Source: an optimization exercise on an open RTL-to-GDS flow (aim: small area, a short achievable clock period and few clock cycles per item). Production flows keep margins and buffers that such runs may drop.
Only simulation tests tie the RTL to the original design; equivalence was not proved.

## flow/design.v (module list and top-level ports; edited modules follow where they fit)
// module precalc: 1696 lines
module precalc(
  input clk,
  input rst,
  input [121:0] vertices_data,
  input vertices_empty,
  output vertices_pull,
  output reg [216:0] triangle_data,
  input triangle_full,
  output reg triangle_push
);
  // ...
==> flow/run.sh <==
#!/bin/bash
# synth_recipe.tcl (not shown) runs the flow's synth.tcl, then flattens the netlist and writes it again
# the make line also repeats each setting of config.mk as NAME=value (left out here)
make -C /OpenROAD-flow-scripts/flow DESIGN_CONFIG=/design/flow/config.mk WORK_HOME=/design/flow/orfs CLKGATE_MAP_FILE= SYNTH_SCRIPT=/design/flow/synth_recipe.tcl finish
==> flow/config.mk <==
export PLATFORM = sky130hd
export DESIGN_NAME = precalc
export DESIGN_NICKNAME = precalc
export VERILOG_FILES = /design/flow/design.v
export SDC_FILE = /design/flow/constraint.sdc
export NUM_CORES = 4
export LEC_CHECK = 0
export ABC_AREA = 1
export CAP_MARGIN = 20
export CORE_MARGIN = 2
export CORE_UTILIZATION = 40
export SETUP_SLACK_MARGIN = 2.6
export SLEW_MARGIN = 20
==> flow/constraint.sdc <==
create_clock -name core_clock -period 5.5 [get_ports {clk}]
set_input_delay 1.1000 -clock core_clock [delete_from_list [all_inputs] [get_ports {clk}]]
set_output_delay 1.1000 -clock core_clock [all_outputs]
set_load 0.01 [all_outputs]
==> impl_metrics.tcl, run 1 <==
set metrics [dict create \
    yosys.area_share.adder_pct 20.04 \
    grt_use_met1_pct 27.53 \
    met1_length_um 233300 \
    cts_buffer_depth 4 \
    cts_sinks 4012 \
    rows 253 \
    highest_layer "met5" \
    clk-insertion-delay-late_ns 1.08 \
    initial_utilization_pct 40.23 \
    status "timing/DRC/antenna clean" \
    inverters_excl_clock 4057 \
    async_reset_ff_share_pct 0 \
    grt_setup_unrepaired "true" \
    wl_per_cell_um 18.09 \
    routed_wl_um 542200 \
    holdBufCountCts 0 \
    final_common_cell "nand2_1" \
    synth_top_area_share_pct 41.99 \
    flops_and_latches 4012 \
    cts_root_buffer "clkbuf_16" \
    worst_slack_ns 2.450 \
    buf_share_pct 3.340 \
    path_cells "fa_2 -> fa_1 -> ha_4 -> nand2_4 -> nor2_4 -> buf_4 -> a21oi_4 -> o21ai_4 -> nand2_2 -> nand2_2 -> nand2_2 -> nand2_2 -> nand2_2 -> nand2_2 -> a21oi_1 -> o21ai_0 -> nand2_1" \
    busiest_layer "met2" \
]
Testbench counts, summed over its fixed seeds: cycles 656, items 512.
==> run 2: changes to the inputs <==
--- a/flow/design.v
+++ b/flow/design.v
@@ -31,9 +31,12 @@
 wire [37:0] av_s0 = vertices_data[113:76];
 wire [37:0] bv_s0 = vertices_data[75:38];
 wire [37:0] cv_s0 = vertices_data[37:0];
-wire [0:0] sab_s0 = av_s0[31:26] <= bv_s0[31:26];
-wire [0:0] sac_s0 = av_s0[31:26] <= cv_s0[31:26];
-wire [0:0] sbc_s0 = bv_s0[31:26] <= cv_s0[31:26];
+wire [6:0] dab_s0 = {1'b0,bv_s0[31:26]} - {1'b0,av_s0[31:26]};
+wire [6:0] dac_s0 = {1'b0,cv_s0[31:26]} - {1'b0,av_s0[31:26]};
+wire [6:0] dbc_s0 = {1'b0,cv_s0[31:26]} - {1'b0,bv_s0[31:26]};
+wire [0:0] sab_s0 = ~dab_s0[6];
+wire [0:0] sac_s0 = ~dac_s0[6];
+wire [0:0] sbc_s0 = ~dbc_s0[6];
 wire [37:0] v1_s0 = (sab_s0 & sac_s0) ? av_s0 : ((!sab_s0 & sbc_s0) ? bv_s0 : cv_s0);
 reg [37:0] v1_s1; always @(posedge clk) v1_s1 <= v1_s0;
 wire [37:0] v3_s0 = (sac_s0 & sbc_s0) ? cv_s0 : ((!sbc_s0 & sab_s0) ? bv_s0 : av_s0);
@@ -59,12 +62,9 @@
 reg [0:0] valid_s16; always @(posedge clk) valid_s16 <= ~rst & valid_s15;
 reg [0:0] valid_s17; always @(posedge clk) valid_s17 <= ~rst & valid_s16;
 reg [0:0] valid_s18; always @(posedge clk) valid_s18 <= ~rst & valid_s17;
-wire [6:0] dab_s0 = {1'b0,bv_s0[31:26]} - {1'b0,av_s0[31:26]};
-wire [6:0] dac_s0 = {1'b0,cv_s0[31:26]} - {1'b0,av_s0[31:26]};
-wire [6:0] dbc_s0 = {1'b0,cv_s0[31:26]} - {1'b0,bv_s0[31:26]};
-wire [6:0] ndab_s0 = -dab_s0;
-wire [6:0] ndac_s0 = -dac_s0;
-wire [6:0] ndbc_s0 = -dbc_s0;
+wire [6:0] ndab_s0 = {1'b0,av_s0[31:26]} - {1'b0,bv_s0[31:26]};
+wire [6:0] ndac_s0 = {1'b0,av_s0[31:26]} - {1'b0,cv_s0[31:26]};
+wire [6:0] ndbc_s0 = {1'b0,bv_s0[31:26]} - {1'b0,cv_s0[31:26]};
 wire [5:0] y21_s0 = (!sab_s0 & !sac_s0 & !sbc_s0) ? ndbc_s0[5:0] : (!sab_s0 & !sac_s0 & sbc_s0) ? dbc_s0[5:0] : (sab_s0 & !sac_s0 & !sbc_s0) ? ndac_s0[5:0] : (!sab_s0 & sac_s0 & sbc_s0) ? ndab_s0[5:0] : (sab_s0 & sac_s0 & !sbc_s0) ? dac_s0[5:0] : (sab_s0 & sac_s0 & sbc_s0) ? dab_s0[5:0] : 6'd0;
 reg [5:0] y21_s1; always @(posedge clk) y21_s1 <= y21_s0;
 wire [5:0] y31_s0 = (!sab_s0 & !sac_s0 & !sbc_s0) ? ndac_s0[5:0] : (!sab_s0 & !sac_s0 & sbc_s0) ? ndab_s0[5:0] : (sab_s0 & !sac_s0 & !sbc_s0) ? ndbc_s0[5:0] : (!sab_s0 & sac_s0 & sbc_s0) ? dbc_s0[5:0] : (sab_s0 & sac_s0 & !sbc_s0) ? dab_s0[5:0] : (sab_s0 & sac_s0 & sbc_s0) ? dac_s0[5:0] : 6'd0;
@@ -389,14 +389,15 @@
 wire [12:0] DX_cc8_s3 = {((DX_cs5_s3) & (DX_cc5_s3) | (DX_cs5_s3) & (DX_cs6_s3) | (DX_cc5_s3) & (DX_cs6_s3)), 1'b0};
 wire [12:0] DX_cs9_s3 = DX_cc6_s3 ^ DX_cs7_s3 ^ DX_cc7_s3;
 wire [12:0] DX_cc9_s3 = {((DX_cc6_s3) & (DX_cs7_s3) | (DX_cc6_s3) & (DX_cc7_s3) | (DX_cs7_s3) & (DX_cc7_s3)), 1'b0};
+reg [12:0] DX_cc9_s4; always @(posedge clk) DX_cc9_s4 <= DX_cc9_s3;
 wire [12:0] DX_cs10_s3 = DX_cs8_s3 ^ DX_cc8_s3 ^ DX_cs9_s3;
+reg [12:0] DX_cs10_s4; always @(posedge clk) DX_cs10_s4 <= DX_cs10_s3;
 wire [12:0] DX_cc10_s3 = {((DX_cs8_s3) & (DX_cc8_s3) | (DX_cs8_s3) & (DX_cs9_s3) | (DX_cc8_s3) & (DX_cs9_s3)), 1'b0};
-wire [12:0] DX_cs11_s3 = DX_cs10_s3 ^ DX_cc10_s3 ^ DX_cc9_s3;
-wire [12:0] DX_cc11_s3 = {((DX_cs10_s3) & (DX_cc10_s3) | (DX_cs10_s3) & (DX_cc9_s3) | (DX_cc10_s3) & (DX_cc9_s3)), 1'b0};
-wire [12:0] DX_S_s3 = DX_cs11_s3;
-reg [12:0] DX_S_s4; always @(posedge clk) DX_S_s4 <= DX_S_s3;
-wire [12:0] DX_C_s3 = DX_cc11_s3;
-reg [12:0] DX_C_s4; always @(posedge clk) DX_C_s4 <= DX_C_s3;
+reg [12:0] DX_cc10_s4; always @(posedge clk) DX_cc10_s4 <= DX_cc10_s3;
+wire [12:0] DXh_cs11_s4 = DX_cs10_s4 ^ DX_cc10_s4 ^ DX_cc9_s4;
+wire [12:0] DXh_cc11_s4 = {((DX_cs10_s4) & (DX_cc10_s4) | (DX_cs10_s4) & (DX_cc9_s4) | (DX_cc10_s4) & (DX_cc9_s4)), 1'b0};
+wire [12:0] DX_S_s4 = DXh_cs11_s4;
+wire [12:0] DX_C_s4 = DXh_cc11_s4;
 wire [16:0] NZ_c31x_s3 = {{6{z31_s3[10]}}, z31_s3};
 wire [16:0] NZ_op0_s3 = {z21_s3, 6'b0};
 wire [16:0] NZ_op1_s3 = 17'd7;
@@ -417,14 +418,15 @@
 wire [16:0] NZ_cc15_s3 = {((NZ_cs12_s3) & (NZ_cc12_s3) | (NZ_cs12_s3) & (NZ_cs13_s3) | (NZ_cc12_s3) & (NZ_cs13_s3)), 1'b0};
 wire [16:0] NZ_cs16_s3 = NZ_cc13_s3 ^ NZ_cs14_s3 ^ NZ_cc14_s3;
 wire [16:0] NZ_cc16_s3 = {((NZ_cc13_s3) & (NZ_cs14_s3) | (NZ_cc13_s3) & (NZ_cc14_s3) | (NZ_cs14_s3) & (NZ_cc14_s3)), 1'b0};
+reg [16:0] NZ_cc16_s4; always @(posedge clk) NZ_cc16_s4 <= NZ_cc16_s3;
 wire [16:0] NZ_cs17_s3 = NZ_cs15_s3 ^ NZ_cc15_s3 ^ NZ_cs16_s3;
+reg [16:0] NZ_cs17_s4; always @(posedge clk) NZ_cs17_s4 <= NZ_cs17_s3;
 wire [16:0] NZ_cc17_s3 = {((NZ_cs15_s3) & (NZ_cc15_s3) | (NZ_cs15_s3) & (NZ_cs16_s3) | (NZ_cc15_s3) & (NZ_cs16_s3)), 1'b0};
-wire [16:0] NZ_cs18_s3 = NZ_cs17_s3 ^ NZ_cc17_s3 ^ NZ_cc16_s3;
-wire [16:0] NZ_cc18_s3 = {((NZ_cs17_s3) & (NZ_cc17_s3) | (NZ_cs17_s3) & (NZ_cc16_s3) | (NZ_cc17_s3) & (NZ_cc16_s3)), 1'b0};
-wire [16:0] NZ_S_s3 = NZ_cs18_s3;
-reg [16:0] NZ_S_s4; always @(posedge clk) NZ_S_s4 <= NZ_S_s3;
-wire [16:0] NZ_C_s3 = NZ_cc18_s3;
-reg [16:0] NZ_C_s4; always @(posedge clk) NZ_C_s4 <= NZ_C_s3;
+reg [16:0] NZ_cc17_s4; always @(posedge clk) NZ_cc17_s4 <= NZ_cc17_s3;
+wire [16:0] NZh_cs18_s4 = NZ_cs17_s4 ^ NZ_cc17_s4 ^ NZ_cc16_s4;
+wire [16:0] NZh_cc18_s4 = {((NZ_cs17_s4) & (NZ_cc17_s4) | (NZ_cs17_s4) & (NZ_cc16_s4) | (NZ_cc17_s4) & (NZ_cc16_s4)), 1'b0};
+wire [16:0] NZ_S_s4 = NZh_cs18_s4;
+wire [16:0] NZ_C_s4 = NZh_cc18_s4;
 wire [11:0] NR_c31x_s3 = {{6{r31_s3[5]}}, r31_s3};
 wire [11:0] NR_op0_s3 = {r21_s3, 6'b0};
 wire [11:0] NR_op1_s3 = 12'd7;
@@ -445,14 +447,15 @@
 wire [11:0] NR_cc22_s3 = {((NR_cs19_s3) & (NR_cc19_s3) | (NR_cs19_s3) & (NR_cs20_s3) | (NR_cc19_s3) & (NR_cs20_s3)), 1'b0};
 wire [11:0] NR_cs23_s3 = NR_cc20_s3 ^ NR_cs21_s3 ^ NR_cc21_s3;
 wire [11:0] NR_cc23_s3 = {((NR_cc20_s3) & (NR_cs21_s3) | (NR_cc20_s3) & (NR_cc21_s3) | (NR_cs21_s3) & (NR_cc21_s3)), 1'b0};
+reg [11:0] NR_cc23_s4; always @(posedge clk) NR_cc23_s4 <= NR_cc23_s3;
 wire [11:0] NR_cs24_s3 = NR_cs22_s3 ^ NR_cc22_s3 ^ NR_cs23_s3;
+reg [11:0] NR_cs24_s4; always @(posedge clk) NR_cs24_s4 <= NR_cs24_s3;
 wire [11:0] NR_cc24_s3 = {((NR_cs22_s3) & (NR_cc22_s3) | (NR_cs22_s3) & (NR_cs23_s3) | (NR_cc22_s3) & (NR_cs23_s3)), 1'b0};
-wire [11:0] NR_cs25_s3 = NR_cs24_s3 ^ NR_cc24_s3 ^ NR_cc23_s3;
-wire [11:0] NR_cc25_s3 = {((NR_cs24_s3) & (NR_cc24_s3) | (NR_cs24_s3) & (NR_cc23_s3) | (NR_cc24_s3) & (NR_cc23_s3)), 1'b0};
-wire [11:0] NR_S_s3 = NR_cs25_s3;
-reg [11:0] NR_S_s4; always @(posedge clk) NR_S_s4 <= NR_S_s3;
-wire [11:0] NR_C_s3 = NR_cc25_s3;
-reg [11:0] NR_C_s4; always @(posedge clk) NR_C_s4 <= NR_C_s3;
+reg [11:0] NR_cc24_s4; always @(posedge clk) NR_cc24_s4 <= NR_cc24_s3;
+wire [11:0] NRh_cs25_s4 = NR_cs24_s4 ^ NR_cc24_s4 ^ NR_cc23_s4;
+wire [11:0] NRh_cc25_s4 = {((NR_cs24_s4) & (NR_cc24_s4) | (NR_cs24_s4) & (NR_cc23_s4) | (NR_cc24_s4) & (NR_cc23_s4)), 1'b0};
+wire [11:0] NR_S_s4 = NRh_cs25_s4;
+wire [11:0] NR_C_s4 = NRh_cc25_s4;
 wire [12:0] NG_c31x_s3 = {{6{g31_s3[6]}}, g31_s3};
 wire [12:0] NG_op0_s3 = {g21_s3, 6'b0};
 wire [12:0] NG_op1_s3 = 13'd7;
@@ -473,14 +476,15 @@
 wire [12:0] NG_cc29_s3 = {((NG_cs26_s3) & (NG_cc26_s3) | (NG_cs26_s3) & (NG_cs27_s3) | (NG_cc26_s3) & (NG_cs27_s3)), 1'b0};
 wire [12:0] NG_cs30_s3 = NG_cc27_s3 ^ NG_cs28_s3 ^ NG_cc28_s3;
 wire [12:0] NG_cc30_s3 = {((NG_cc27_s3) & (NG_cs28_s3) | (NG_cc27_s3) & (NG_cc28_s3) | (NG_cs28_s3) & (NG_cc28_s3)), 1'b0};
+reg [12:0] NG_cc30_s4; always @(posedge clk) NG_cc30_s4 <= NG_cc30_s3;
 wire [12:0] NG_cs31_s3 = NG_cs29_s3 ^ NG_cc29_s3 ^ NG_cs30_s3;
+reg [12:0] NG_cs31_s4; always @(posedge clk) NG_cs31_s4 <= NG_cs31_s3;
 wire [12:0] NG_cc31_s3 = {((NG_cs29_s3) & (NG_cc29_s3) | (NG_cs29_s3) & (NG_cs30_s3) | (NG_cc29_s3) & (NG_cs30_s3)), 1'b0};
-wire [12:0] NG_cs32_s3 = NG_cs31_s3 ^ NG_cc31_s3 ^ NG_cc30_s3;
-wire [12:0] NG_cc32_s3 = {((NG_cs31_s3) & (NG_cc31_s3) | (NG_cs31_s3) & (NG_cc30_s3) | (NG_cc31_s3) & (NG_cc30_s3)), 1'b0};
-wire [12:0] NG_S_s3 = NG_cs32_s3;
-reg [12:0] NG_S_s4; always @(posedge clk) NG_S_s4 <= NG_S_s3;
-wire [12:0] NG_C_s3 = NG_cc32_s3;
-reg [12:0] NG_C_s4; always @(posedge clk) NG_C_s4 <= NG_C_s3;
+reg [12:0] NG_cc31_s4; always @(posedge clk) NG_cc31_s4 <= NG_cc31_s3;
+wire [12:0] NGh_cs32_s4 = NG_cs31_s4 ^ NG_cc31_s4 ^ NG_cc30_s4;
+wire [12:0] NGh_cc32_s4 = {((NG_cs31_s4) & (NG_cc31_s4) | (NG_cs31_s4) & (NG_cc30_s4) | (NG_cc31_s4) & (NG_cc30_s4)), 1'b0};
+wire [12:0] NG_S_s4 = NGh_cs32_s4;
+wire [12:0] NG_C_s4 = NGh_cc32_s4;
 wire [11:0] NB_c31x_s3 = {{6{b31_s3[5]}}, b31_s3};
 wire [11:0] NB_op0_s3 = {b21_s3, 6'b0};
 wire [11:0] NB_op1_s3 = 12'd7;
@@ -501,14 +505,15 @@
 wire [11:0] NB_cc36_s3 = {((NB_cs33_s3) & (NB_cc33_s3) | (NB_cs33_s3) & (NB_cs34_s3) | (NB_cc33_s3) & (NB_cs34_s3)), 1'b0};
 wire [11:0] NB_cs37_s3 = NB_cc34_s3 ^ NB_cs35_s3 ^ NB_cc35_s3;
 wire [11:0] NB_cc37_s3 = {((NB_cc34_s3) & (NB_cs35_s3) | (NB_cc34_s3) & (NB_cc35_s3) | (NB_cs35_s3) & (NB_cc35_s3)), 1'b0};
+reg [11:0] NB_cc37_s4; always @(posedge clk) NB_cc37_s4 <= NB_cc37_s3;
 wire [11:0] NB_cs38_s3 = NB_cs36_s3 ^ NB_cc36_s3 ^ NB_cs37_s3;
+reg [11:0] NB_cs38_s4; always @(posedge clk) NB_cs38_s4 <= NB_cs38_s3;
 wire [11:0] NB_cc38_s3 = {((NB_cs36_s3) & (NB_cc36_s3) | (NB_cs36_s3) & (NB_cs37_s3) | (NB_cc36_s3) & (NB_cs37_s3)), 1'b0};
-wire [11:0] NB_cs39_s3 = NB_cs38_s3 ^ NB_cc38_s3 ^ NB_cc37_s3;
-wire [11:0] NB_cc39_s3 = {((NB_cs38_s3) & (NB_cc38_s3) | (NB_cs38_s3) & (NB_cc37_s3) | (NB_cc38_s3) & (NB_cc37_s3)), 1'b0};
-wire [11:0] NB_S_s3 = NB_cs39_s3;
-reg [11:0] NB_S_s4; always @(posedge clk) NB_S_s4 <= NB_S_s3;
-wire [11:0] NB_C_s3 = NB_cc39_s3;
-reg [11:0] NB_C_s4; always @(posedge clk) NB_C_s4 <= NB_C_s3;
+reg [11:0] NB_cc38_s4; always @(posedge clk) NB_cc38_s4 <= NB_cc38_s3;
+wire [11:0] NBh_cs39_s4 = NB_cs38_s4 ^ NB_cc38_s4 ^ NB_cc37_s4;
+wire [11:0] NBh_cc39_s4 = {((NB_cs38_s4) & (NB_cc38_s4) | (NB_cs38_s4) & (NB_cc37_s4) | (NB_cc38_s4) & (NB_cc37_s4)), 1'b0};
+wire [11:0] NB_S_s4 = NBh_cs39_s4;
+wire [11:0] NB_C_s4 = NBh_cc39_s4;
 wire [12:0] DX_s4 = DX_S_s4 + DX_C_s4;
 wire [16:0] NZ_s4 = NZ_S_s4 + NZ_C_s4;
 wire [11:0] NR_s4 = NR_S_s4 + NR_C_s4;
@@ -573,7 +578,6 @@
 reg [0:0] aNZ_1_s10; always @(posedge clk) aNZ_1_s10 <= aNZ_1_s9;
 reg [0:0] aNZ_1_s11; always @(posedge clk) aNZ_1_s11 <= aNZ_1_s10;
 reg [0:0] aNZ_1_s12; always @(posedge clk) aNZ_1_s12 <= aNZ_1_s11;
-reg [0:0] aNZ_1_s13; always @(posedge clk) aNZ_1_s13 <= aNZ_1_s12;
 wire [0:0] aNZ_2_s4 = aNZ_s4[2];
 reg [0:0] aNZ_2_s5; always @(posedge clk) aNZ_2_s5 <= aNZ_2_s4;
 reg [0:0] aNZ_2_s6; always @(posedge clk) aNZ_2_s6 <= aNZ_2_s5;
@@ -591,7 +595,6 @@
 reg [0:0] aNZ_3_s9; always @(posedge clk) aNZ_3_s9 <= aNZ_3_s8;
 reg [0:0] aNZ_3_s10; always @(posedge clk) aNZ_3_s10 <= aNZ_3_s9;
 reg [0:0] aNZ_3_s11; always @(posedge clk) aNZ_3_s11 <= aNZ_3_s10;
-reg [0:0] aNZ_3_s12; always @(posedge clk) aNZ_3_s12 <= aNZ_3_s11;
 wire [0:0] aNZ_4_s4 = aNZ_s4[4];
 reg [0:0] aNZ_4_s5; always @(posedge clk) aNZ_4_s5 <= aNZ_4_s4;
 reg [0:0] aNZ_4_s6; always @(posedge clk) aNZ_4_s6 <= aNZ_4_s5;
@@ -607,7 +610,6 @@
 reg [0:0] aNZ_5_s8; always @(posedge clk) aNZ_5_s8 <= aNZ_5_s7;
 reg [0:0] aNZ_5_s9; always @(posedge clk) aNZ_5_s9 <= aNZ_5_s8;
 reg [0:0] aNZ_5_s10; always @(posedge clk) aNZ_5_s10 <= aNZ_5_s9;
-reg [0:0] aNZ_5_s11; always @(posedge clk) aNZ_5_s11 <= aNZ_5_s10;
 wire [0:0] aNZ_6_s4 = aNZ_s4[6];
 reg [0:0] aNZ_6_s5; always @(posedge clk) aNZ_6_s5 <= aNZ_6_s4;
 reg [0:0] aNZ_6_s6; always @(posedge clk) aNZ_6_s6 <= aNZ_6_s5;
@@ -621,7 +623,6 @@
 reg [0:0] aNZ_7_s7; always @(posedge clk) aNZ_7_s7 <= aNZ_7_s6;
 reg [0:0] aNZ_7_s8; always @(posedge clk) aNZ_7_s8 <= aNZ_7_s7;
 reg [0:0] aNZ_7_s9; always @(posedge clk) aNZ_7_s9 <= aNZ_7_s8;
-reg [0:0] aNZ_7_s10; always @(posedge clk) aNZ_7_s10 <= aNZ_7_s9;
 wire [0:0] aNZ_8_s4 = aNZ_s4[8];
 reg [0:0] aNZ_8_s5; always @(posedge clk) aNZ_8_s5 <= aNZ_8_s4;
 reg [0:0] aNZ_8_s6; always @(posedge clk) aNZ_8_s6 <= aNZ_8_s5;
@@ -633,7 +634,6 @@
 reg [0:0] aNZ_9_s6; always @(posedge clk) aNZ_9_s6 <= aNZ_9_s5;
 reg [0:0] aNZ_9_s7; always @(posedge clk) aNZ_9_s7 <= aNZ_9_s6;
 reg [0:0] aNZ_9_s8; always @(posedge clk) aNZ_9_s8 <= aNZ_9_s7;
-reg [0:0] aNZ_9_s9; always @(posedge clk) aNZ_9_s9 <= aNZ_9_s8;
 wire [0:0] aNZ_10_s4 = aNZ_s4[10];
 reg [0:0] aNZ_10_s5; always @(posedge clk) aNZ_10_s5 <= aNZ_10_s4;
 reg [0:0] aNZ_10_s6; always @(posedge clk) aNZ_10_s6 <= aNZ_10_s5;
@@ -643,7 +643,6 @@
 reg [0:0] aNZ_11_s5; always @(posedge clk) aNZ_11_s5 <= aNZ_11_s4;
 reg [0:0] aNZ_11_s6; always @(posedge clk) aNZ_11_s6 <= aNZ_11_s5;
 reg [0:0] aNZ_11_s7; always @(posedge clk) aNZ_11_s7 <= aNZ_11_s6;
-reg [0:0] aNZ_11_s8; always @(posedge clk) aNZ_11_s8 <= aNZ_11_s7;
 wire [0:0] aNZ_12_s4 = aNZ_s4[12];
 reg [0:0] aNZ_12_s5; always @(posedge clk) aNZ_12_s5 <= aNZ_12_s4;
 reg [0:0] aNZ_12_s6; always @(posedge clk) aNZ_12_s6 <= aNZ_12_s5;
@@ -651,7 +650,6 @@
 wire [0:0] aNZ_13_s4 = aNZ_s4[13];
 reg [0:0] aNZ_13_s5; always @(posedge clk) aNZ_13_s5 <= aNZ_13_s4;
 reg [0:0] aNZ_13_s6; always @(posedge clk) aNZ_13_s6 <= aNZ_13_s5;
-reg [0:0] aNZ_13_s7; always @(posedge clk) aNZ_13_s7 <= aNZ_13_s6;
 wire [0:0] aNZ_14_s4 = aNZ_s4[14];
 reg [0:0] aNZ_14_s5; always @(posedge clk) aNZ_14_s5 <= aNZ_14_s4;
 reg [0:0] aNZ_14_s6; always @(posedge clk) aNZ_14_s6 <= aNZ_14_s5;
@@ -712,7 +710,6 @@
 reg [0:0] nz_b0_s12; always @(posedge clk) nz_b0_s12 <= nz_b0_s11;
 reg [0:0] nz_b0_s13; always @(posedge clk) nz_b0_s13 <= nz_b0_s12;
 reg [0:0] nz_b0_s14; always @(posedge clk) nz_b0_s14 <= nz_b0_s13;
-reg [0:0] nz_b0_s15; always @(posedge clk) nz_b0_s15 <= nz_b0_s14;
 wire [0:0] nz_x0_s5 = aNZ_16_s5;
 wire [0:0] nz_r0_s5 = nz_b0_s5 ? nz_t0_s5[0:0] : nz_x0_s5[0:0];
 wire [2:0] nz_t1_s5 = {1'b0, {nz_r0_s5, aNZ_15_s5}} - {1'b0, aDX_s5[1:0]};
@@ -730,8 +727,11 @@
 wire [1:0] nz_x1_s5 = {nz_r0_s5, aNZ_15_s5};
 wire [1:0] nz_r1_s5 = nz_b1_s5 ? nz_t1_s5[1:0] : nz_x1_s5[1:0];
 reg [1:0] nz_r1_s6; always @(posedge clk) nz_r1_s6 <= nz_r1_s5;
-wire [3:0] nz_t2_s6 = {1'b0, {nz_r1_s6, aNZ_14_s6}} - {1'b0, aDX_s6[2:0]};
-wire [0:0] nz_b2_s6 = (aDX_s6[12:3] == 10'd0) & ~nz_t2_s6[3];
+wire [3:0] nz_x2_s6 = {nz_r1_s6, aNZ_14_s6, aNZ_13_s6};
+wire [15:0] nz_t2a_s6 = {12'b0, nz_x2_s6} - {3'b0, aDX_s6};
+wire [15:0] nz_t2b_s6 = {12'b0, nz_x2_s6} - {2'b0, aDX_s6, 1'b0};
+wire [15:0] nz_t2c_s6 = {12'b0, nz_x2_s6} - {1'b0, aDX3_s6};
+wire [0:0] nz_b2_s6 = ~nz_t2b_s6[15];
 reg [0:0] nz_b2_s7; always @(posedge clk) nz_b2_s7 <= nz_b2_s6;
 reg [0:0] nz_b2_s8; always @(posedge clk) nz_b2_s8 <= nz_b2_s7;
 reg [0:0] nz_b2_s9; always @(posedge clk) nz_b2_s9 <= nz_b2_s8;
@@ -741,15 +741,8 @@
 reg [0:0] nz_b2_s13; always @(posedge clk) nz_b2_s13 <= nz_b2_s12;
 reg [0:0] nz_b2_s14; always @(posedge clk) nz_b2_s14 <= nz_b2_s13;
 reg [0:0] nz_b2_s15; always @(posedge clk) nz_b2_s15 <= nz_b2_s14;
-reg [0:0] nz_b2_s16; always @(posedge clk) nz_b2_s16 <= nz_b2_s15;
-wire [2:0] nz_x2_s6 = {nz_r1_s6, aNZ_14_s6};
-wire [2:0] nz_r2_s6 = nz_b2_s6 ? nz_t2_s6[2:0] : nz_x2_s6[2:0];
-reg [2:0] nz_r2_s7; always @(posedge clk) nz_r2_s7 <= nz_r2_s6;
-wire [4:0] nz_x3_s7 = {nz_r2_s7, aNZ_13_s7, aNZ_12_s7};
-wire [15:0] nz_t3a_s7 = {11'b0, nz_x3_s7} - {3'b0, aDX_s7};
-wire [15:0] nz_t3b_s7 = {11'b0, nz_x3_s7} - {2'b0, aDX_s7, 1'b0};
-wire [15:0] nz_t3c_s7 = {11'b0, nz_x3_s7} - {1'b0, aDX3_s7};
-wire [0:0] nz_b3_s7 = ~nz_t3b_s7[15];
+wire [0:0] nz_b3_s6 = ~nz_t2c_s6[15] | (~nz_t2a_s6[15] & ~(~nz_t2b_s6[15]));
+reg [0:0] nz_b3_s7; always @(posedge clk) nz_b3_s7 <= nz_b3_s6;
 reg [0:0] nz_b3_s8; always @(posedge clk) nz_b3_s8 <= nz_b3_s7;
 reg [0:0] nz_b3_s9; always @(posedge clk) nz_b3_s9 <= nz_b3_s8;
 reg [0:0] nz_b3_s10; always @(posedge clk) nz_b3_s10 <= nz_b3_s9;
@@ -759,15 +752,21 @@
 reg [0:0] nz_b3_s14; always @(posedge clk) nz_b3_s14 <= nz_b3_s13;
 reg [0:0] nz_b3_s15; always @(posedge clk) nz_b3_s15 <= nz_b3_s14;
 reg [0:0] nz_b3_s16; always @(posedge clk) nz_b3_s16 <= nz_b3_s15;
-wire [0:0] nz_b4_s7 = ~nz_t3c_s7[15] | (~nz_t3a_s7[15] & ~(~nz_t3b_s7[15]));
-wire [4:0] nz_r3_s7 = ~nz_t3c_s7[15] ? nz_t3c_s7[4:0] : ~nz_t3b_s7[15] ? nz_t3b_s7[4:0] : ~nz_t3a_s7[15] ? nz_t3a_s7[4:0] : nz_x3_s7[4:0];
-reg [4:0] nz_r3_s8; always @(posedge clk) nz_r3_s8 <= nz_r3_s7;
-wire [6:0] nz_x5_s8 = {nz_r3_s8, aNZ_11_s8, aNZ_10_s8};
-wire [15:0] nz_t5a_s8 = {9'b0, nz_x5_s8} - {3'b0, aDX_s8};
-wire [15:0] nz_t5b_s8 = {9'b0, nz_x5_s8} - {2'b0, aDX_s8, 1'b0};
-wire [15:0] nz_t5c_s8 = {9'b0, nz_x5_s8} - {1'b0, aDX3_s8};
-wire [0:0] nz_b5_s8 = ~nz_t5b_s8[15];
-wire [0:0] nz_b6_s8 = ~nz_t5c_s8[15] | (~nz_t5a_s8[15] & ~(~nz_t5b_s8[15]));
+wire [3:0] nz_r2_s6 = ~nz_t2c_s6[15] ? nz_t2c_s6[3:0] : ~nz_t2b_s6[15] ? nz_t2b_s6[3:0] : ~nz_t2a_s6[15] ? nz_t2a_s6[3:0] : nz_x2_s6[3:0];
+reg [3:0] nz_r2_s7; always @(posedge clk) nz_r2_s7 <= nz_r2_s6;
+wire [5:0] nz_x4_s7 = {nz_r2_s7, aNZ_12_s7, aNZ_11_s7};
+wire [15:0] nz_t4a_s7 = {10'b0, nz_x4_s7} - {3'b0, aDX_s7};
+wire [15:0] nz_t4b_s7 = {10'b0, nz_x4_s7} - {2'b0, aDX_s7, 1'b0};
+wire [15:0] nz_t4c_s7 = {10'b0, nz_x4_s7} - {1'b0, aDX3_s7};
+wire [0:0] nz_b4_s7 = ~nz_t4b_s7[15];
+wire [0:0] nz_b5_s7 = ~nz_t4c_s7[15] | (~nz_t4a_s7[15] & ~(~nz_t4b_s7[15]));
+wire [5:0] nz_r4_s7 = ~nz_t4c_s7[15] ? nz_t4c_s7[5:0] : ~nz_t4b_s7[15] ? nz_t4b_s7[5:0] : ~nz_t4a_s7[15] ? nz_t4a_s7[5:0] : nz_x4_s7[5:0];
+reg [5:0] nz_r4_s8; always @(posedge clk) nz_r4_s8 <= nz_r4_s7;
+wire [7:0] nz_x6_s8 = {nz_r4_s8, aNZ_10_s8, aNZ_9_s8};
+wire [15:0] nz_t6a_s8 = {8'b0, nz_x6_s8} - {3'b0, aDX_s8};
+wire [15:0] nz_t6b_s8 = {8'b0, nz_x6_s8} - {2'b0, aDX_s8, 1'b0};
+wire [15:0] nz_t6c_s8 = {8'b0, nz_x6_s8} - {1'b0, aDX3_s8};
+wire [0:0] nz_b6_s8 = ~nz_t6b_s8[15];
 reg [0:0] nz_b6_s9; always @(posedge clk) nz_b6_s9 <= nz_b6_s8;
 reg [0:0] nz_b6_s10; always @(posedge clk) nz_b6_s10 <= nz_b6_s9;
 reg [0:0] nz_b6_s11; always @(posedge clk) nz_b6_s11 <= nz_b6_s10;
@@ -777,13 +776,8 @@
 reg [0:0] nz_b6_s15; always @(posedge clk) nz_b6_s15 <= nz_b6_s14;
 reg [0:0] nz_b6_s16; always @(posedge clk) nz_b6_s16 <= nz_b6_s15;
 reg [0:0] nz_b6_s17; always @(posedge clk) nz_b6_s17 <= nz_b6_s16;
-wire [6:0] nz_r5_s8 = ~nz_t5c_s8[15] ? nz_t5c_s8[6:0] : ~nz_t5b_s8[15] ? nz_t5b_s8[6:0] : ~nz_t5a_s8[15] ? nz_t5a_s8[6:0] : nz_x5_s8[6:0];
-reg [6:0] nz_r5_s9; always @(posedge clk) nz_r5_s9 <= nz_r5_s8;
-wire [8:0] nz_x7_s9 = {nz_r5_s9, aNZ_9_s9, aNZ_8_s9};
-wire [15:0] nz_t7a_s9 = {7'b0, nz_x7_s9} - {3'b0, aDX_s9};
-wire [15:0] nz_t7b_s9 = {7'b0, nz_x7_s9} - {2'b0, aDX_s9, 1'b0};
-wire [15:0] nz_t7c_s9 = {7'b0, nz_x7_s9} - {1'b0, aDX3_s9};
-wire [0:0] nz_b7_s9 = ~nz_t7b_s9[15];
+wire [0:0] nz_b7_s8 = ~nz_t6c_s8[15] | (~nz_t6a_s8[15] & ~(~nz_t6b_s8[15]));
+reg [0:0] nz_b7_s9; always @(posedge clk) nz_b7_s9 <= nz_b7_s8;
 reg [0:0] nz_b7_s10; always @(posedge clk) nz_b7_s10 <= nz_b7_s9;
 reg [0:0] nz_b7_s11; always @(posedge clk) nz_b7_s11 <= nz_b7_s10;
 reg [0:0] nz_b7_s12; always @(posedge clk) nz_b7_s12 <= nz_b7_s11;
@@ -792,7 +786,13 @@
 reg [0:0] nz_b7_s15; always @(posedge clk) nz_b7_s15 <= nz_b7_s14;
 reg [0:0] nz_b7_s16; always @(posedge clk) nz_b7_s16 <= nz_b7_s15;
 reg [0:0] nz_b7_s17; always @(posedge clk) nz_b7_s17 <= nz_b7_s16;
-wire [0:0] nz_b8_s9 = ~nz_t7c_s9[15] | (~nz_t7a_s9[15] & ~(~nz_t7b_s9[15]));
+wire [7:0] nz_r6_s8 = ~nz_t6c_s8[15] ? nz_t6c_s8[7:0] : ~nz_t6b_s8[15] ? nz_t6b_s8[7:0] : ~nz_t6a_s8[15] ? nz_t6a_s8[7:0] : nz_x6_s8[7:0];
+reg [7:0] nz_r6_s9; always @(posedge clk) nz_r6_s9 <= nz_r6_s8;
+wire [9:0] nz_x8_s9 = {nz_r6_s9, aNZ_8_s9, aNZ_7_s9};
+wire [15:0] nz_t8a_s9 = {6'b0, nz_x8_s9} - {3'b0, aDX_s9};
+wire [15:0] nz_t8b_s9 = {6'b0, nz_x8_s9} - {2'b0, aDX_s9, 1'b0};
+wire [15:0] nz_t8c_s9 = {6'b0, nz_x8_s9} - {1'b0, aDX3_s9};
+wire [0:0] nz_b8_s9 = ~nz_t8b_s9[15];
 reg [0:0] nz_b8_s10; always @(posedge clk) nz_b8_s10 <= nz_b8_s9;
 reg [0:0] nz_b8_s11; always @(posedge clk) nz_b8_s11 <= nz_b8_s10;
 reg [0:0] nz_b8_s12; always @(posedge clk) nz_b8_s12 <= nz_b8_s11;
@@ -801,13 +801,8 @@
 reg [0:0] nz_b8_s15; always @(posedge clk) nz_b8_s15 <= nz_b8_s14;
 reg [0:0] nz_b8_s16; always @(posedge clk) nz_b8_s16 <= nz_b8_s15;
 reg [0:0] nz_b8_s17; always @(posedge clk) nz_b8_s17 <= nz_b8_s16;
-wire [8:0] nz_r7_s9 = ~nz_t7c_s9[15] ? nz_t7c_s9[8:0] : ~nz_t7b_s9[15] ? nz_t7b_s9[8:0] : ~nz_t7a_s9[15] ? nz_t7a_s9[8:0] : nz_x7_s9[8:0];
-reg [8:0] nz_r7_s10; always @(posedge clk) nz_r7_s10 <= nz_r7_s9;
-wire [10:0] nz_x9_s10 = {nz_r7_s10, aNZ_7_s10, aNZ_6_s10};
-wire [15:0] nz_t9a_s10 = {5'b0, nz_x9_s10} - {3'b0, aDX_s10};
-wire [15:0] nz_t9b_s10 = {5'b0, nz_x9_s10} - {2'b0, aDX_s10, 1'b0};
-wire [15:0] nz_t9c_s10 = {5'b0, nz_x9_s10} - {1'b0, aDX3_s10};
-wire [0:0] nz_b9_s10 = ~nz_t9b_s10[15];
+wire [0:0] nz_b9_s9 = ~nz_t8c_s9[15] | (~nz_t8a_s9[15] & ~(~nz_t8b_s9[15]));
+reg [0:0] nz_b9_s10; always @(posedge clk) nz_b9_s10 <= nz_b9_s9;
 reg [0:0] nz_b9_s11; always @(posedge clk) nz_b9_s11 <= nz_b9_s10;
 reg [0:0] nz_b9_s12; always @(posedge clk) nz_b9_s12 <= nz_b9_s11;
 reg [0:0] nz_b9_s13; always @(posedge clk) nz_b9_s13 <= nz_b9_s12;
@@ -815,7 +810,13 @@
 reg [0:0] nz_b9_s15; always @(posedge clk) nz_b9_s15 <= nz_b9_s14;
 reg [0:0] nz_b9_s16; always @(posedge clk) nz_b9_s16 <= nz_b9_s15;
 reg [0:0] nz_b9_s17; always @(posedge clk) nz_b9_s17 <= nz_b9_s16;
-wire [0:0] nz_b10_s10 = ~nz_t9c_s10[15] | (~nz_t9a_s10[15] & ~(~nz_t9b_s10[15]));
+wire [9:0] nz_r8_s9 = ~nz_t8c_s9[15] ? nz_t8c_s9[9:0] : ~nz_t8b_s9[15] ? nz_t8b_s9[9:0] : ~nz_t8a_s9[15] ? nz_t8a_s9[9:0] : nz_x8_s9[9:0];
+reg [9:0] nz_r8_s10; always @(posedge clk) nz_r8_s10 <= nz_r8_s9;
+wire [11:0] nz_x10_s10 = {nz_r8_s10, aNZ_6_s10, aNZ_5_s10};
+wire [15:0] nz_t10a_s10 = {4'b0, nz_x10_s10} - {3'b0, aDX_s10};
+wire [15:0] nz_t10b_s10 = {4'b0, nz_x10_s10} - {2'b0, aDX_s10, 1'b0};
+wire [15:0] nz_t10c_s10 = {4'b0, nz_x10_s10} - {1'b0, aDX3_s10};
+wire [0:0] nz_b10_s10 = ~nz_t10b_s10[15];
 reg [0:0] nz_b10_s11; always @(posedge clk) nz_b10_s11 <= nz_b10_s10;
 reg [0:0] nz_b10_s12; always @(posedge clk) nz_b10_s12 <= nz_b10_s11;
 reg [0:0] nz_b10_s13; always @(posedge clk) nz_b10_s13 <= nz_b10_s12;
@@ -823,97 +824,101 @@
 reg [0:0] nz_b10_s15; always @(posedge clk) nz_b10_s15 <= nz_b10_s14;
 reg [0:0] nz_b10_s16; always @(posedge clk) nz_b10_s16 <= nz_b10_s15;
 reg [0:0] nz_b10_s17; always @(posedge clk) nz_b10_s17 <= nz_b10_s16;
-wire [10:0] nz_r9_s10 = ~nz_t9c_s10[15] ? nz_t9c_s10[10:0] : ~nz_t9b_s10[15] ? nz_t9b_s10[10:0] : ~nz_t9a_s10[15] ? nz_t9a_s10[10:0] : nz_x9_s10[10:0];
-reg [10:0] nz_r9_s11; always @(posedge clk) nz_r9_s11 <= nz_r9_s10;
-wire [12:0] nz_x11_s11 = {nz_r9_s11, aNZ_5_s11, aNZ_4_s11};
-wire [15:0] nz_t11a_s11 = {3'b0, nz_x11_s11} - {3'b0, aDX_s11};
-wire [15:0] nz_t11b_s11 = {3'b0, nz_x11_s11} - {2'b0, aDX_s11, 1'b0};
-wire [15:0] nz_t11c_s11 = {3'b0, nz_x11_s11} - {1'b0, aDX3_s11};
-wire [0:0] nz_b11_s11 = ~nz_t11b_s11[15];
+wire [0:0] nz_b11_s10 = ~nz_t10c_s10[15] | (~nz_t10a_s10[15] & ~(~nz_t10b_s10[15]));
+reg [0:0] nz_b11_s11; always @(posedge clk) nz_b11_s11 <= nz_b11_s10;
 reg [0:0] nz_b11_s12; always @(posedge clk) nz_b11_s12 <= nz_b11_s11;
 reg [0:0] nz_b11_s13; always @(posedge clk) nz_b11_s13 <= nz_b11_s12;
 reg [0:0] nz_b11_s14; always @(posedge clk) nz_b11_s14 <= nz_b11_s13;
 reg [0:0] nz_b11_s15; always @(posedge clk) nz_b11_s15 <= nz_b11_s14;
 reg [0:0] nz_b11_s16; always @(posedge clk) nz_b11_s16 <= nz_b11_s15;
 reg [0:0] nz_b11_s17; always @(posedge clk) nz_b11_s17 <= nz_b11_s16;
-wire [0:0] nz_b12_s11 = ~nz_t11c_s11[15] | (~nz_t11a_s11[15] & ~(~nz_t11b_s11[15]));
+wire [11:0] nz_r10_s10 = ~nz_t10c_s10[15] ? nz_t10c_s10[11:0] : ~nz_t10b_s10[15] ? nz_t10b_s10[11:0] : ~nz_t10a_s10[15] ? nz_t10a_s10[11:0] : nz_x10_s10[11:0];
+reg [11:0] nz_r10_s11; always @(posedge clk) nz_r10_s11 <= nz_r10_s10;
+wire [13:0] nz_x12_s11 = {nz_r10_s11, aNZ_4_s11, aNZ_3_s11};
+wire [15:0] nz_t12a_s11 = {2'b0, nz_x12_s11} - {3'b0, aDX_s11};
+wire [15:0] nz_t12b_s11 = {2'b0, nz_x12_s11} - {2'b0, aDX_s11, 1'b0};
+wire [15:0] nz_t12c_s11 = {2'b0, nz_x12_s11} - {1'b0, aDX3_s11};
+wire [0:0] nz_b12_s11 = ~nz_t12b_s11[15];
 reg [0:0] nz_b12_s12; always @(posedge clk) nz_b12_s12 <= nz_b12_s11;
 reg [0:0] nz_b12_s13; always @(posedge clk) nz_b12_s13 <= nz_b12_s12;
 reg [0:0] nz_b12_s14; always @(posedge clk) nz_b12_s14 <= nz_b12_s13;
 reg [0:0] nz_b12_s15; always @(posedge clk) nz_b12_s15 <= nz_b12_s14;
 reg [0:0] nz_b12_s16; always @(posedge clk) nz_b12_s16 <= nz_b12_s15;
 reg [0:0] nz_b12_s17; always @(posedge clk) nz_b12_s17 <= nz_b12_s16;
-wire [11:0] nz_r11_s11 = ~nz_t11c_s11[15] ? nz_t11c_s11[11:0] : ~nz_t11b_s11[15] ? nz_t11b_s11[11:0] : ~nz_t11a_s11[15] ? nz_t11a_s11[11:0] : nz_x11_s11[11:0];
-reg [11:0] nz_r11_s12; always @(posedge clk) nz_r11_s12 <= nz_r11_s11;
-wire [13:0] nz_x13_s12 = {nz_r11_s12, aNZ_3_s12, aNZ_2_s12};
-wire [15:0] nz_t13a_s12 = {2'b0, nz_x13_s12} - {3'b0, aDX_s12};
-wire [15:0] nz_t13b_s12 = {2'b0, nz_x13_s12} - {2'b0, aDX_s12, 1'b0};
-wire [15:0] nz_t13c_s12 = {2'b0, nz_x13_s12} - {1'b0, aDX3_s12};
-wire [0:0] nz_b13_s12 = ~nz_t13b_s12[15];
+wire [0:0] nz_b13_s11 = ~nz_t12c_s11[15] | (~nz_t12a_s11[15] & ~(~nz_t12b_s11[15]));
+reg [0:0] nz_b13_s12; always @(posedge clk) nz_b13_s12 <= nz_b13_s11;
 reg [0:0] nz_b13_s13; always @(posedge clk) nz_b13_s13 <= nz_b13_s12;
 reg [0:0] nz_b13_s14; always @(posedge clk) nz_b13_s14 <= nz_b13_s13;
 reg [0:0] nz_b13_s15; always @(posedge clk) nz_b13_s15 <= nz_b13_s14;
 reg [0:0] nz_b13_s16; always @(posedge clk) nz_b13_s16 <= nz_b13_s15;
 reg [0:0] nz_b13_s17; always @(posedge clk) nz_b13_s17 <= nz_b13_s16;
-wire [0:0] nz_b14_s12 = ~nz_t13c_s12[15] | (~nz_t13a_s12[15] & ~(~nz_t13b_s12[15]));
+wire [11:0] nz_r12_s11 = ~nz_t12c_s11[15] ? nz_t12c_s11[11:0] : ~nz_t12b_s11[15] ? nz_t12b_s11[11:0] : ~nz_t12a_s11[15] ? nz_t12a_s11[11:0] : nz_x12_s11[11:0];
+reg [11:0] nz_r12_s12; always @(posedge clk) nz_r12_s12 <= nz_r12_s11;
+wire [13:0] nz_x14_s12 = {nz_r12_s12, aNZ_2_s12, aNZ_1_s12};
+wire [15:0] nz_t14a_s12 = {2'b0, nz_x14_s12} - {3'b0, aDX_s12};
+wire [15:0] nz_t14b_s12 = {2'b0, nz_x14_s12} - {2'b0, aDX_s12, 1'b0};
+wire [15:0] nz_t14c_s12 = {2'b0, nz_x14_s12} - {1'b0, aDX3_s12};
+wire [0:0] nz_b14_s12 = ~nz_t14b_s12[15];
 reg [0:0] nz_b14_s13; always @(posedge clk) nz_b14_s13 <= nz_b14_s12;
 reg [0:0] nz_b14_s14; always @(posedge clk) nz_b14_s14 <= nz_b14_s13;
 reg [0:0] nz_b14_s15; always @(posedge clk) nz_b14_s15 <= nz_b14_s14;
 reg [0:0] nz_b14_s16; always @(posedge clk) nz_b14_s16 <= nz_b14_s15;
 reg [0:0] nz_b14_s17; always @(posedge clk) nz_b14_s17 <= nz_b14_s16;
-wire [11:0] nz_r13_s12 = ~nz_t13c_s12[15] ? nz_t13c_s12[11:0] : ~nz_t13b_s12[15] ? nz_t13b_s12[11:0] : ~nz_t13a_s12[15] ? nz_t13a_s12[11:0] : nz_x13_s12[11:0];
-reg [11:0] nz_r13_s13; always @(posedge clk) nz_r13_s13 <= nz_r13_s12;
-wire [13:0] nz_x15_s13 = {nz_r13_s13, aNZ_1_s13, aNZ_0_s13};
-wire [15:0] nz_t15a_s13 = {2'b0, nz_x15_s13} - {3'b0, aDX_s13};
-wire [15:0] nz_t15b_s13 = {2'b0, nz_x15_s13} - {2'b0, aDX_s13, 1'b0};
-wire [15:0] nz_t15c_s13 = {2'b0, nz_x15_s13} - {1'b0, aDX3_s13};
-wire [0:0] nz_b15_s13 = ~nz_t15b_s13[15];
+wire [0:0] nz_b15_s12 = ~nz_t14c_s12[15] | (~nz_t14a_s12[15] & ~(~nz_t14b_s12[15]));
+reg [0:0] nz_b15_s13; always @(posedge clk) nz_b15_s13 <= nz_b15_s12;
 reg [0:0] nz_b15_s14; always @(posedge clk) nz_b15_s14 <= nz_b15_s13;
 reg [0:0] nz_b15_s15; always @(posedge clk) nz_b15_s15 <= nz_b15_s14;
 reg [0:0] nz_b15_s16; always @(posedge clk) nz_b15_s16 <= nz_b15_s15;
 reg [0:0] nz_b15_s17; always @(posedge clk) nz_b15_s17 <= nz_b15_s16;
-wire [0:0] nz_b16_s13 = ~nz_t15c_s13[15] | (~nz_t15a_s13[15] & ~(~nz_t15b_s13[15]));
+wire [11:0] nz_r14_s12 = ~nz_t14c_s12[15] ? nz_t14c_s12[11:0] : ~nz_t14b_s12[15] ? nz_t14b_s12[11:0] : ~nz_t14a_s12[15] ? nz_t14a_s12[11:0] : nz_x14_s12[11:0];
+reg [11:0] nz_r14_s13; always @(posedge clk) nz_r14_s13 <= nz_r14_s12;
+wire [13:0] nz_x16_s13 = {nz_r14_s13, aNZ_0_s13, 1'b0};
+wire [15:0] nz_t16a_s13 = {2'b0, nz_x16_s13} - {3'b0, aDX_s13};
+wire [15:0] nz_t16b_s13 = {2'b0, nz_x16_s13} - {2'b0, aDX_s13, 1'b0};
+wire [15:0] nz_t16c_s13 = {2'b0, nz_x16_s13} - {1'b0, aDX3_s13};
+wire [0:0] nz_b16_s13 = ~nz_t16b_s13[15];
 reg [0:0] nz_b16_s14; always @(posedge clk) nz_b16_s14 <= nz_b16_s13;
 reg [0:0] nz_b16_s15; always @(posedge clk) nz_b16_s15 <= nz_b16_s14;
 reg [0:0] nz_b16_s16; always @(posedge clk) nz_b16_s16 <= nz_b16_s15;
 reg [0:0] nz_b16_s17; always @(posedge clk) nz_b16_s17 <= nz_b16_s16;
-wire [11:0] nz_r15_s13 = ~nz_t15c_s13[15] ? nz_t15c_s13[11:0] : ~nz_t15b_s13[15] ? nz_t15b_s13[11:0] : ~nz_t15a_s13[15] ? nz_t15a_s13[11:0] : nz_x15_s13[11:0];
-reg [11:0] nz_r15_s14; always @(posedge clk) nz_r15_s14 <= nz_r15_s13;
-wire [13:0] nz_x17_s14 = {nz_r15_s14, 1'b0, dxz_s14};
-wire [15:0] nz_t17a_s14 = {2'b0, nz_x17_s14} - {3'b0, aDX_s14};
-wire [15:0] nz_t17b_s14 = {2'b0, nz_x17_s14} - {2'b0, aDX_s14, 1'b0};
-wire [15:0] nz_t17c_s14 = {2'b0, nz_x17_s14} - {1'b0, aDX3_s14};
-wire [0:0] nz_b17_s14 = ~nz_t17b_s14[15];
+wire [0:0] nz_b17_s13 = ~nz_t16c_s13[15] | (~nz_t16a_s13[15] & ~(~nz_t16b_s13[15]));
+reg [0:0] nz_b17_s14; always @(posedge clk) nz_b17_s14 <= nz_b17_s13;
 reg [0:0] nz_b17_s15; always @(posedge clk) nz_b17_s15 <= nz_b17_s14;
 reg [0:0] nz_b17_s16; always @(posedge clk) nz_b17_s16 <= nz_b17_s15;
 reg [0:0] nz_b17_s17; always @(posedge clk) nz_b17_s17 <= nz_b17_s16;
-wire [0:0] nz_b18_s14 = ~nz_t17c_s14[15] | (~nz_t17a_s14[15] & ~(~nz_t17b_s14[15]));
+wire [11:0] nz_r16_s13 = ~nz_t16c_s13[15] ? nz_t16c_s13[11:0] : ~nz_t16b_s13[15] ? nz_t16b_s13[11:0] : ~nz_t16a_s13[15] ? nz_t16a_s13[11:0] : nz_x16_s13[11:0];
+reg [11:0] nz_r16_s14; always @(posedge clk) nz_r16_s14 <= nz_r16_s13;
+wire [13:0] nz_x18_s14 = {nz_r16_s14, dxz_s14, nz_b0_s14};
+wire [15:0] nz_t18a_s14 = {2'b0, nz_x18_s14} - {3'b0, aDX_s14};
+wire [15:0] nz_t18b_s14 = {2'b0, nz_x18_s14} - {2'b0, aDX_s14, 1'b0};
+wire [15:0] nz_t18c_s14 = {2'b0, nz_x18_s14} - {1'b0, aDX3_s14};
+wire [0:0] nz_b18_s14 = ~nz_t18b_s14[15];
 reg [0:0] nz_b18_s15; always @(posedge clk) nz_b18_s15 <= nz_b18_s14;
 reg [0:0] nz_b18_s16; always @(posedge clk) nz_b18_s16 <= nz_b18_s15;
 reg [0:0] nz_b18_s17; always @(posedge clk) nz_b18_s17 <= nz_b18_s16;
-wire [11:0] nz_r17_s14 = ~nz_t17c_s14[15] ? nz_t17c_s14[11:0] : ~nz_t17b_s14[15] ? nz_t17b_s14[11:0] : ~nz_t17a_s14[15] ? nz_t17a_s14[11:0] : nz_x17_s14[11:0];
-reg [11:0] nz_r17_s15; always @(posedge clk) nz_r17_s15 <= nz_r17_s14;
-wire [13:0] nz_x19_s15 = {nz_r17_s15, nz_b0_s15, nz_b1_s15};
-wire [15:0] nz_t19a_s15 = {2'b0, nz_x19_s15} - {3'b0, aDX_s15};
-wire [15:0] nz_t19b_s15 = {2'b0, nz_x19_s15} - {2'b0, aDX_s15, 1'b0};
-wire [15:0] nz_t19c_s15 = {2'b0, nz_x19_s15} - {1'b0, aDX3_s15};
-wire [0:0] nz_b19_s15 = ~nz_t19b_s15[15];
+wire [0:0] nz_b19_s14 = ~nz_t18c_s14[15] | (~nz_t18a_s14[15] & ~(~nz_t18b_s14[15]));
+reg [0:0] nz_b19_s15; always @(posedge clk) nz_b19_s15 <= nz_b19_s14;
 reg [0:0] nz_b19_s16; always @(posedge clk) nz_b19_s16 <= nz_b19_s15;
 reg [0:0] nz_b19_s17; always @(posedge clk) nz_b19_s17 <= nz_b19_s16;
-wire [0:0] nz_b20_s15 = ~nz_t19c_s15[15] | (~nz_t19a_s15[15] & ~(~nz_t19b_s15[15]));
+wire [11:0] nz_r18_s14 = ~nz_t18c_s14[15] ? nz_t18c_s14[11:0] : ~nz_t18b_s14[15] ? nz_t18b_s14[11:0] : ~nz_t18a_s14[15] ? nz_t18a_s14[11:0] : nz_x18_s14[11:0];
+reg [11:0] nz_r18_s15; always @(posedge clk) nz_r18_s15 <= nz_r18_s14;
+wire [13:0] nz_x20_s15 = {nz_r18_s15, nz_b1_s15, nz_b2_s15};
+wire [15:0] nz_t20a_s15 = {2'b0, nz_x20_s15} - {3'b0, aDX_s15};
+wire [15:0] nz_t20b_s15 = {2'b0, nz_x20_s15} - {2'b0, aDX_s15, 1'b0};
+wire [15:0] nz_t20c_s15 = {2'b0, nz_x20_s15} - {1'b0, aDX3_s15};
+wire [0:0] nz_b20_s15 = ~nz_t20b_s15[15];
 reg [0:0] nz_b20_s16; always @(posedge clk) nz_b20_s16 <= nz_b20_s15;
 reg [0:0] nz_b20_s17; always @(posedge clk) nz_b20_s17 <= nz_b20_s16;
-wire [11:0] nz_r19_s15 = ~nz_t19c_s15[15] ? nz_t19c_s15[11:0] : ~nz_t19b_s15[15] ? nz_t19b_s15[11:0] : ~nz_t19a_s15[15] ? nz_t19a_s15[11:0] : nz_x19_s15[11:0];
-reg [11:0] nz_r19_s16; always @(posedge clk) nz_r19_s16 <= nz_r19_s15;
-wire [13:0] nz_x21_s16 = {nz_r19_s16, nz_b2_s16, nz_b3_s16};
-wire [15:0] nz_t21a_s16 = {2'b0, nz_x21_s16} - {3'b0, aDX_s16};
-wire [15:0] nz_t21b_s16 = {2'b0, nz_x21_s16} - {2'b0, aDX_s16, 1'b0};
-wire [15:0] nz_t21c_s16 = {2'b0, nz_x21_s16} - {1'b0, aDX3_s16};
-wire [0:0] nz_b21_s16 = ~nz_t21b_s16[15];
+wire [0:0] nz_b21_s15 = ~nz_t20c_s15[15] | (~nz_t20a_s15[15] & ~(~nz_t20b_s15[15]));
+reg [0:0] nz_b21_s16; always @(posedge clk) nz_b21_s16 <= nz_b21_s15;
 reg [0:0] nz_b21_s17; always @(posedge clk) nz_b21_s17 <= nz_b21_s16;
-wire [0:0] nz_b22_s16 = ~nz_t21c_s16[15] | (~nz_t21a_s16[15] & ~(~nz_t21b_s16[15]));
+wire [11:0] nz_r20_s15 = ~nz_t20c_s15[15] ? nz_t20c_s15[11:0] : ~nz_t20b_s15[15] ? nz_t20b_s15[11:0] : ~nz_t20a_s15[15] ? nz_t20a_s15[11:0] : nz_x20_s15[11:0];
+reg [11:0] nz_r20_s16; always @(posedge clk) nz_r20_s16 <= nz_r20_s15;
+wire [13:0] nz_t22_s16 = {1'b0, {nz_r20_s16, nz_b3_s16}} - {1'b0, aDX_s16};
+wire [0:0] nz_b22_s16 = ~nz_t22_s16[13];
 reg [0:0] nz_b22_s17; always @(posedge clk) nz_b22_s17 <= nz_b22_s16;
-wire [11:0] nz_r21_s16 = ~nz_t21c_s16[15] ? nz_t21c_s16[11:0] : ~nz_t21b_s16[15] ? nz_t21b_s16[11:0] : ~nz_t21a_s16[15] ? nz_t21a_s16[11:0] : nz_x21_s16[11:0];
+wire [12:0] nz_x22_s16 = {nz_r20_s16, nz_b3_s16};
+wire [11:0] nz_r22_s16 = nz_b22_s16 ? nz_t22_s16[11:0] : nz_x22_s16[11:0];
 wire [5:0] ey21_s14 = y2_s14 - y1_s14;
 reg [5:0] ey21_s15; always @(posedge clk) ey21_s15 <= ey21_s14;
 wire [5:0] ey31_s14 = y3_s14 - y1_s14;
--- a/flow/config.mk
+++ b/flow/config.mk
@@ -9,5 +9,5 @@
 export CAP_MARGIN = 20
 export CORE_MARGIN = 2
 export CORE_UTILIZATION = 40
-export SETUP_SLACK_MARGIN = 2.6
+export SETUP_SLACK_MARGIN = 2.7
 export SLEW_MARGIN = 20
==> run 2 against run 1 <==
Maximum frequency is 4.4% higher. Final area is 1.5% higher. Routed wire length is 1.9% lower. First-iteration DRC count is 4.0% lower. Register-to-register slack better by 0.13 ns. Global-route usage is 0.65 points lower. Sequential cell count is 52 higher. Area after synthesis is 0.75% higher.
==> impl_metrics.tcl, run 2 <==
set metrics [dict create \
    rows 254 \
    r2r_start "qm_cs2_s2[7]" \
    cts_buffers 421 \
    top_regs "v1_s1 (38), v2_s1 (38), v3_s1 (38)" \
    final_max_slew_viol_count 0 \
    synth.distinct_cells 81 \
    wl_per_cell_um 17.69 \
    placement.io_buffers 344 \
    yosys.area_share.adder_pct 20.05 \
    syn_nets 24940 \
    core_um2 479300 \
    status "timing/DRC/antenna clean" \
    grt_max_degree 63 \
    globalplace.congestion 0.9465 \
    synth_top_family_by_area "adder cells" \
    crit_start "qm_cs2_s2[7]" \
    cts_sinks 4064 \
    overflow 0 \
    path_clk_slew_ns 0.06 \
    path_cells "fa_1 -> fa_1 -> ha_1 -> nand2_2 -> buf_4 -> o21ai_1 -> a21oi_1 -> o21ai_2 -> nand2_2 -> nand2_2 -> nand2_2 -> nand2_2 -> nand2_2 -> nand2_2 -> a21oi_1 -> o21ai_1 -> nand2_1" \
    htreeDepth 5 \
    synth-xor-area-share_pct 4.417 \
    holdBufCountCts 0 \
    postSynthAreaPerCell_um2 8.642 \
    met2_usage_pct 35.65 \
    die_w_um 698.1 \
    mostFrequentLayoutCells "4338 x nand2_1, 3945 x dfxtp_1, 3848 x inv_1" \
    fillers 45970 \
    synthCells 22300 \
    grt_pass1_wl_um 811900 \
    fin_skew_ns 0.1331 \
    end_kind "flip-flop" \
    die_y_um 698.1 \
    tns_ns 0 \
    cts_root_buffer "clkbuf_16" \
    synthSimpleGateAreaFrac_pct 15.68 \
    finalSetupViolCount 0 \
    path_delay_family "adder cells" \
    slew_headroom_pct 19.85 \
    critPathMaxStageDelay_ns 0.59 \
    drv_cap 0 \
    syn-cell-area_um2 192700 \
    cts_buffer_depth 4 \
    ys_warn_count 1 \
    async_reset_ff_share_pct 0 \
    synth_top_area_share_pct 42.22 \
    timing.critical_path.buf_inv 1 \
    use_met3_pct 2.773 \
    synth_compound_area_share_pct 8.843 \
    ant_nets 0 \
    synth_mux_area_share_pct 0.07922 \
    min_period_ns 2.921 \
    finalHoldViolCount 0 \
    antenna_found_initial 36 \
    dr.pass1.iters 6 \
    grt_use_met1_pct 26.87 \
    slowest_stage "fa_1" \
    grt_setup_unrepaired "true" \
    drc_errors 0 \
    routed_wl_um 531900 \
    busiest_layer "met2" \
    crit_type "flip-flop to flip-flop" \
    die-area_um2 487300 \
    first_iter_violations 9237 \
    ys_seq_area_share_pct 42.22 \
    initial_utilization_pct 40.21 \
    cts_tree "built" \
    whs_ns 0.2132 \
    synthMostInstantiatedCell "nand2_1" \
    drive_gt1_share_pct 10.07 \
    areaGrowthSynthToFinish_pct 17.55 \
    cpMostUsedCell "nand2_2" \
    required_ns 6.43 \
    synth_ff_type "dfxtp_1" \
    ys_ff_latch 4064 \
    viasPerCell 4.796 \
    synth_edf_count 0 \
    final_nets 25850 \
    vias 144200 \
    grt_pass1_vias 141700 \
    fmax_mhz 342.4 \
    io_pins 345 \
    critPathLaunchType "flip-flop" \
    period_share_pct 53.10 \
    synth_common_cells "4510 x nand2_1, 4064 x dfxtp_1, 3998 x inv_1" \
    hpwl_um 412800 \
    synth_area_leader_cell "dfxtp_1" \
    hold_class "flip-flop to flip-flop" \
    clk-insertion-delay-late_ns 1.07 \
    synthTopCellsByArea "dfxtp_1 42%, ha_1 10%, fa_1 9.9%" \
    worst_slack_ns 2.579 \
    grtUsageTotal_pct 21.14 \
    worst_pin_slew_ns 1.201 \
    critPathMaxFanout 2 \
    final_common_cell "nand2_1" \
    pre_cts_ws_ns 0.7723 \
    arrival_ns 3.85 \
    worstHoldStart "r1_s14[0]" \
]
## run 2: cell count changes after synthesis, sizes merged, moves of 14 or more
cell	delta
a21oi	+71
dfxtp	+52
nand3	-49
nor2	-45
xnor2	+41
nor3	-36
clkbuf	+34
nand2	+18
inv	-17
a211oi	-14
## run 2: final timing paths
path,endpoint,slack (ns),cells past startpoint
worst max-delay path,Q_s3[4],2.58,17
worst min-delay path,r1_s15[0],0.21,0
worst max register to register,Q_s3[4],2.58,17
worst min register to register,r1_s15[0],0.21,0
## run 2: final cells by class
type / count / area, um2 / area share [%]
tap: 6400 / 8008 / 3.535
multi-input combinational: 13810 / 98300 / 43.40
inverter: 4034 / 15560 / 6.871
timing repair buffer: 857 / 7720 / 3.408
antenna: 97 / 242.7 / 0.1072
clock buffer: 562 / 11860 / 5.236
sequential: 4064 / 81600 / 36.02
clock inverter: 222 / 3114 / 1.375
timing repair inverter: 15 / 96.34 / 0.04253
## run 2: worst reg2reg max path, cell delays in order, from the launching register on
cell and delay [ns]:
dfxtp_2 0.32, fa_1 0.59, fa_1 0.44, ha_1 0.30, nand2_2 0.07, buf_4 0.14
o21ai_1 0.17, a21oi_1 0.10, o21ai_2 0.08, nand2_2 0.08, nand2_2 0.07, nand2_2 0.06
nand2_2 0.09, nand2_2 0.06, nand2_2 0.06, a21oi_1 0.05, o21ai_1 0.08, nand2_1 0.05
## run 2: logic make-up (layout without fill, tap and decap cells)
| group | Yosys count | count (layout) |
|---|---|---|
| AND/OR/NAND/NOR | 7253 | 7259 |
| buffers and inverters | 4430 | 5690 |
| flip-flops | 4064 | 4064 |
| AO/OA/AOI/OAI | 3050 | 3051 |
| adder cells (fa/ha/maj) | 2518 | 2518 |
| XOR/XNOR | 967 | 967 |
| multiplexers | 15 | 15 |
| other | 0 | 97 |
## run 2: layer usage
layer  vias up  routed length [um]
met5         -                 128
met4        12               28250
met3      1029               25650
met2      3418              246800
met1     67370              231100
li1      72360                   -
## run 2: metrics by stage
stage / instance area (um2) / utilization [%] / cells
after floorplan: 193000 / - / 22300
after global placement: 203400 / 42.44 / 28730
after detailed placement: 203400 / 42.44 / 28730
after CTS: 221400 / 46.20 / 29710
after global routing: 226400 / 47.25 / 30030
final: 226500 / 47.26 / 30060
## run 2: repair_timing
action                     CTS  global route
pin swaps                   83           252
cloned                       8            17
gates resized for setup    870           796
setup buffers              189           238
hold endpoints to repair     0             0
setup endpoints to repair  941           598
Testbench counts of run 2, summed over its fixed seeds: cycles 656, items 512.

-- what the ideal ports hide --
Ports are ideal in the flow. The routed layouts listed here were re-timed in OpenROAD. Step 1 (the two cells are an assumption about what drives the block):
set clk [get_ports {clk}]
set_driving_cell -lib_cell sky130_fd_sc_hd__clkbuf_16 $clk
set_driving_cell -lib_cell sky130_fd_sc_hd__buf_2 [delete_from_list [all_inputs] $clk]
Step 2 also shifts input and output timing later by t, the mid clock arrival at the registers, as if the neighbouring blocks saw the same clock. a / b / c = no drivers / after step 1 / after step 2; a / b = the first two.
run | t, ns | setup slack, ns | worst slew at a driven data input, ns | cell pins on the clock port's net
run 1 | 1.121 | 2.450 / 2.450 / 1.584 | 0.14 | 1
run 2 | 1.120 | 2.579 / 2.579 / 1.686 | 0.16 | 1
After both steps every run listed still meets setup and hold. The setup slack of run 2, which loses most, moves by 0.000 ns with the drivers and by -0.893 ns with both steps.
